Source: an optimization exercise on an open RTL-to-GDS flow (aim: small area). Production flows keep margins and buffers that such runs may drop. Function was checked by simulation only, so behaviour that the tests miss may differ from the original. The flow treats the clock pin as an ideal source, which a real chip does not have. Power is estimated from default activity; no workload was simulated.

## ASP
module ASP #(parameter data_size = 32, parameter tag_size = 8, parameter mem_depth = 256) (
    input clk,
    input reset,
    input data_parity_ready_in,
    input[(data_size):0] data_parity_in,
    input network_data_ready_in,
    input network_ACK_in,
    input[(data_size+tag_size-1):0] network_data_tag_in,
    output parity_error_out,
    output host_data_ready_out,
    output[(data_size-1):0] host_data_out,
    output network_data_ready_out,
    output network_ACK_out,
    output[(data_size+tag_size-1):0] network_data_tag_out
);
Size: roughly 390 cells after synthesis, about 200 flip-flops, ~5600 µm² of cells after synthesis.
Settings: LEC_CHECK=0, CAP_MARGIN=20, CORE_MARGIN=2, CORE_UTILIZATION=70, SLEW_MARGIN=20; clock period 5.0 ns.
standard.sh (not shown) runs the stock make flow with config.mk's settings and CLKGATE_MAP_FILE= SYNTH_SCRIPT=/design/flow/synth_recipe.tcl, a recipe that flattens the netlist after the stock synthesis.
==> flow/flow/run.sh <==
#!/bin/bash
set -euo pipefail
export BUFFER_PORTS_ARGS="-buffer_cell sky130_fd_sc_hd__buf_1"
export CTS_ARGS="-sink_clustering_enable -repair_clock_nets -dont_use_dummy_load -buf_list sky130_fd_sc_hd__clkbuf_4 -sink_clustering_size 12 -sink_clustering_max_diameter 50"
bash standard.sh > standard.log 2>&1
Edit:
==> flow/flow/run.sh (replaced) <==
#!/bin/bash
set -euo pipefail
export BUFFER_PORTS_ARGS="-buffer_cell sky130_fd_sc_hd__buf_1"
export CTS_ARGS="-sink_clustering_enable -repair_clock_nets -dont_use_dummy_load -buf_list sky130_fd_sc_hd__clkbuf_4 -sink_clustering_size 10 -sink_clustering_max_diameter 40"
bash standard.sh > standard.log 2>&1
Result: The changed run ran to the end with no violations. Worst setup slack barely changes. Final area is higher by about 0.47%. Register-to-register slack improved by 0.02 ns. Via count is higher by about 1.4%. Power is higher by 1.5%. Utilization is higher by 0.39 points.
Edit:
==> flow/flow/run.sh (replaced) <==
#!/bin/bash
set -euo pipefail
export BUFFER_PORTS_ARGS="-buffer_cell sky130_fd_sc_hd__buf_1"
export REMOVE_ABC_BUFFERS=1
export CTS_ARGS="-sink_clustering_enable -repair_clock_nets -dont_use_dummy_load -buf_list sky130_fd_sc_hd__clkbuf_4 -sink_clustering_size 12 -sink_clustering_max_diameter 40"
bash standard.sh > standard.log 2>&1
- GPL_TIMING_DRIVEN: default -> 0
The changed run went through all stages and came out clean. Clock skew falls by 0.011 ns. Setup slack degrades by 0.021 ns. Hold slack degrades by 0.0059 ns.

========
Setup of run 1:
ASP, a different RTL version from the one above (not shown whole).
Size: ~510 cells after synthesis, about 150 I/O pins, ~5500 um2 of cells after synthesis.
clock: 5.0 ns
lec_check: 0
cap_margin: 20
core_margin: 2
core_utilization: 40
slew_margin: 20
==> flow/flow/run.sh <==
#!/bin/bash
# The standard layout, with three changes:
#  - the combinational logic of the standard synthesis is mapped again by ABC for area
#    (flip-flops untouched: same cells, same names);
#  - the port buffers are inserted as the smallest buffer cell;
#  - the clock tree uses small clustered buffers and no dummy loads.
set -euo pipefail
export BUFFER_PORTS_ARGS="-buffer_cell sky130_fd_sc_hd__buf_1"
export CTS_ARGS="-sink_clustering_enable -repair_clock_nets -dont_use_dummy_load -buf_list sky130_fd_sc_hd__clkbuf_4 -sink_clustering_size 12 -sink_clustering_max_diameter 40"
R=orfs/results/$FLOW_PLATFORM/ASP/base
LIB=$FLOW_HOME/platforms/$FLOW_PLATFORM/lib/sky130_fd_sc_hd__tt_025C_1v80.lib

bash standard.sh synth > standard_synth.log 2>&1

python3 flow/comblib.py $LIB comb.lib > comblib.log 2>&1
DU=$(sed -n '/DONT_USE_CELLS/,/^#/p' $FLOW_HOME/platforms/$FLOW_PLATFORM/config.mk | grep -o 'sky130_fd_sc_hd__[A-Za-z0-9_]*' | sed 's/^/-dont_use /' | tr '\n' ' ')
cp $R/1_2_yosys.v standard_1_2_yosys.v
cat > resynth.ys <<EOY
read_liberty -ignore_miss_func comb.lib
read_liberty -lib -nooverwrite $LIB
read_verilog standard_1_2_yosys.v
hierarchy -top $FLOW_TOP
flatten
rename -hide w:*.*
opt_clean
abc -liberty $LIB $DU -script flow/area.script
read_liberty -lib -overwrite $LIB
hierarchy -top $FLOW_TOP
splitnets
opt_clean -purge
hilomap -singleton -hicell sky130_fd_sc_hd__conb_1 HI -locell sky130_fd_sc_hd__conb_1 LO
insbuf -buf sky130_fd_sc_hd__buf_4 A X
check -assert -mapped
stat -liberty $LIB
write_verilog -noattr -nohex -nodec resynth.v
EOY
yosys -s resynth.ys > resynth.log 2>&1
cp resynth.v $R/1_2_yosys.v

bash standard.sh > standard.log 2>&1
==> flow/flow/area.script <==
strash
dch
amap
strash
dch
amap
topo
==> flow/flow/comblib.py <==
# Writes comb.lib: the platform's liberty file with only its combinational cells, so that
# Yosys can read their functions while the flip-flop cells stay black boxes.
import re, sys
src, dst = sys.argv[1], sys.argv[2]
t = open(src).read()
m = re.search(r'\n\s*cell\s*\(', t)
head, pos, keep = t[:m.start()], m.start(), []
while True:
    m = re.search(r'\n\s*cell\s*\(', t[pos:])
    if not m:
        break
    s = pos + m.start()
    k, d = t.index('{', s), 0
    while True:
        if t[k] == '{':
            d += 1
        elif t[k] == '}':
            d -= 1
            if d == 0:
                break
        k += 1
    cell = t[s:k + 1]
    if not re.search(r'\b(ff|latch|statetable)\s*\(', cell):
        keep.append(cell)
    pos = k + 1
open(dst, 'w').write(head + ''.join(keep) + t[pos:])
Run 1 did not stop at any stage, and its layout met the timing, DRC and antenna checks.
> inputs changed (run 1 -> run 2)
==> flow/flow/run.sh <==
#!/bin/bash
set -euo pipefail
export BUFFER_PORTS_ARGS="-buffer_cell sky130_fd_sc_hd__buf_1"
export CTS_ARGS="-sink_clustering_enable -repair_clock_nets -dont_use_dummy_load -buf_list sky130_fd_sc_hd__clkbuf_4 -sink_clustering_size 12 -sink_clustering_max_diameter 40"
bash standard.sh > standard.log 2>&1
-- flow/config.mk --
<<< run 1, line 10
export CORE_UTILIZATION = 40
>>> run 2, line 10
export CORE_UTILIZATION = 60
removed: flow/flow/area.script
removed: flow/flow/comblib.py
Notes after the runs:
Looking at area inside the core boundary, run 2 sits about 30% below run 1.
Where routed wire length is concerned, run 1 is outperformed by run 2.
Area enclosed by the die boundary shrinks by more than a quarter when moving from run 1 to run 2.
Diff run 2..run 1 | cell area | negligible
Total clock network power ends up lower on run 2.
Between run 2 and run 1, post-layout instance count excluding filler cells is lower for run 2, run 1 comes in above that.
Diff run 1..run 2 | total of plain and repair buffers excluding clock buffers | unchanged
Worst hold slack delta for run 2 relative to run 1: 0.035 ns lower
On switching share of power: between run 2 and run 1, it ends up higher for run 2.
Relative to run 1, data arrival time at the worst-slack endpoint has gone up in run 2.

========
== build 18 ==
Another version of the RTL of ASP (not shown whole).
For scale: about 390 cells after synthesis, ~200 flip-flops, ~150 I/O pins, ~0.0055 mm2 of cells after synthesis.
==> flow/config.mk <==
export PLATFORM = sky130hd
export DESIGN_NAME = ASP
export DESIGN_NICKNAME = ASP
export VERILOG_FILES = /design/flow/design.v
export SDC_FILE = /design/flow/constraint.sdc
export NUM_CORES = 4
export LEC_CHECK = 0
export CAP_MARGIN = 20
export CORE_MARGIN = 2
export CORE_UTILIZATION = 70
export GPL_TIMING_DRIVEN = 0
export SLEW_MARGIN = 20
==> flow/constraint.sdc <==
create_clock -name core_clock -period 5.0 [get_ports {clk}]
set_input_delay 1.0000 -clock core_clock [delete_from_list [all_inputs] [get_ports {clk}]]
set_output_delay 1.0000 -clock core_clock [all_outputs]
set_load 0.01 [all_outputs]
==> flow/flow/run.sh <==
#!/bin/bash
set -euo pipefail
export BUFFER_PORTS_ARGS="-buffer_cell sky130_fd_sc_hd__buf_1"
export REMOVE_ABC_BUFFERS=1
export CTS_ARGS="-sink_clustering_enable -repair_clock_nets -dont_use_dummy_load -buf_list sky130_fd_sc_hd__clkbuf_4 -sink_clustering_size 12 -sink_clustering_max_diameter 40"
export POST_CTS_TCL="$PWD/flow/post_cts.tcl"
bash standard.sh > standard.log 2>&1
==> flow/flow/post_cts.tcl <==
set block [ord::get_db_block]
set big [[ord::get_db] findMaster sky130_fd_sc_hd__clkbuf_8]
set upsized 0
foreach inst [$block getInsts] {
  if { [[$inst getMaster] getName] ne "sky130_fd_sc_hd__clkbuf_4" } {
    continue
  }
  set net [[$inst findITerm X] getNet]
  if { $net eq "NULL" } {
    continue
  }
  set loads [expr { [llength [$net getITerms]] - 1 }]
  if { $loads > 12 } {
    $inst swapMaster $big
    incr upsized
  }
}
puts "post_cts: upsized $upsized clock buffers to clkbuf_8"
if { $upsized > 0 } {
  detailed_placement
  check_placement -verbose
}
Build 18 | status: complete | timing, DRC, antenna: pass
Modified inputs, build 39 compared to build 18
==> flow/flow/run.sh <==
#!/bin/bash
set -euo pipefail
export BUFFER_PORTS_ARGS="-buffer_cell sky130_fd_sc_hd__buf_1"
export REMOVE_ABC_BUFFERS=1
export CTS_ARGS="-sink_clustering_enable -repair_clock_nets -dont_use_dummy_load -buf_list {sky130_fd_sc_hd__clkbuf_4 sky130_fd_sc_hd__clkbuf_8} -sink_clustering_size 12 -sink_clustering_max_diameter 40"
bash standard.sh > standard.log 2>&1
removed: flow/flow/post_cts.tcl
==> comparison <==
In build 39 the time the worst path needs with I/O delays and setup turned out 0.016 ns higher than in build 18. Measured against each other, build 18 and build 39 differ in clock power, the higher figure coming from build 39. Relative to build 18, global-route usage decreased by 0.44 points in build 39. Build 39 vs. build 18: relative contribution of the clock network to total power now sits higher, summed area of non-filler cells in the final layout now sits higher. Comparing build 18 and build 39, the lower worst setup slack was measured on build 39. Re layout multi-input combinational cell count: no difference whatsoever between build 18 and build 39.
#### Input delta (build 41 over build 39)
==> flow/flow/run.sh <==
#!/bin/bash
# The standard layout, with these changes:
#  - the port buffers are inserted as the smallest buffer cell;
#  - the buffers that synthesis put on high-fanout nets are removed before placement
#    (REMOVE_ABC_BUFFERS);
#  - the clock tree is built from clkbuf_4 cells without dummy loads, and flow/post_cts.tcl
#    upsizes any leaf buffer with too many flip-flops for the clock-pin slew limit.
set -euo pipefail
export BUFFER_PORTS_ARGS="-buffer_cell sky130_fd_sc_hd__buf_1"
export REMOVE_ABC_BUFFERS=1
export CTS_ARGS="-sink_clustering_enable -repair_clock_nets -dont_use_dummy_load -buf_list sky130_fd_sc_hd__clkbuf_4 -sink_clustering_size 12 -sink_clustering_max_diameter 40"
export POST_CTS_TCL="$PWD/flow/post_cts.tcl"
bash standard.sh > standard.log 2>&1
==> flow/flow/post_cts.tcl (new file) <==
set block [ord::get_db_block]
set big [[ord::get_db] findMaster sky130_fd_sc_hd__clkbuf_8]
set upsized 0
foreach inst [$block getInsts] {
  if { [[$inst getMaster] getName] ne "sky130_fd_sc_hd__clkbuf_4" } {
    continue
  }
  set net [[$inst findITerm X] getNet]
  if { $net eq "NULL" } {
    continue
  }
  set loads [expr { [llength [$net getITerms]] - 1 }]
  if { $loads > 12 } {
    $inst swapMaster $big
    incr upsized
  }
}
puts "post_cts: upsized $upsized clock buffers to clkbuf_8"
if { $upsized > 0 } {
  detailed_placement
  check_placement -verbose
}
Compared with build 39, in build 41 utilization fell 0.65 points, worst voltage drop across the vdd grid down about 6%, power fell 2.0%, first-pass GRT wire length now sits higher. Build 41 finished every stage and its layout cleared the timing, DRC and antenna checks. Changes observed in build 41 relative to build 39: clock share of power shrank by 1.5 points; amount of wire on met3 after detailed routing shrank by about 16%.

[separate check: timing with driven ports]
The flow's constraints put no driver on any port. The routed layouts listed below were extracted and timed again, unchanged, in two steps.
Step 1: set_driving_cell puts a clkbuf_16 on clk and a buf_2 on each other input, an assumption about the parent block.
Step 2 times the ports against the registers' clock, not the clock port: input delays grow and output delays shrink by t, the midpoint of the rising clock arrivals with the driver on.
Slacks: ideal / step 1 / step 2; pairs: ideal / step 1.
run	t, ns	slack for setup (ns)	clock arrival spread, ns	worst register clock-pin slew, ns
the first run of note 1	0.566	2.106 / 2.075 / 2.075	0.021 / 0.021	0.12 / 0.12
the second run of note 1	0.574	2.104 / 2.074 / 2.074	0.048 / 0.048	0.10 / 0.10
the third run of note 1	0.573	2.083 / 2.059 / 2.059	0.034 / 0.034	0.12 / 0.12
run 1	0.609	2.195 / 2.173 / 2.012	0.059 / 0.058	0.12 / 0.12
run 2	0.558	2.040 / 2.017 / 2.017	0.060 / 0.060	0.12 / 0.12
build 18	0.450	2.111 / 2.089 / 2.089	0.032 / 0.033	0.11 / 0.11
build 39	0.459	2.095 / 2.073 / 2.073	0.033 / 0.033	0.10 / 0.10
build 41	0.450	2.111 / 2.089 / 2.089	0.032 / 0.033	0.11 / 0.11
After both steps every run listed still meets setup and hold. The setup slack of run 1, which loses most, moves by -0.022 ns with the drivers and by -0.183 ns with both steps.
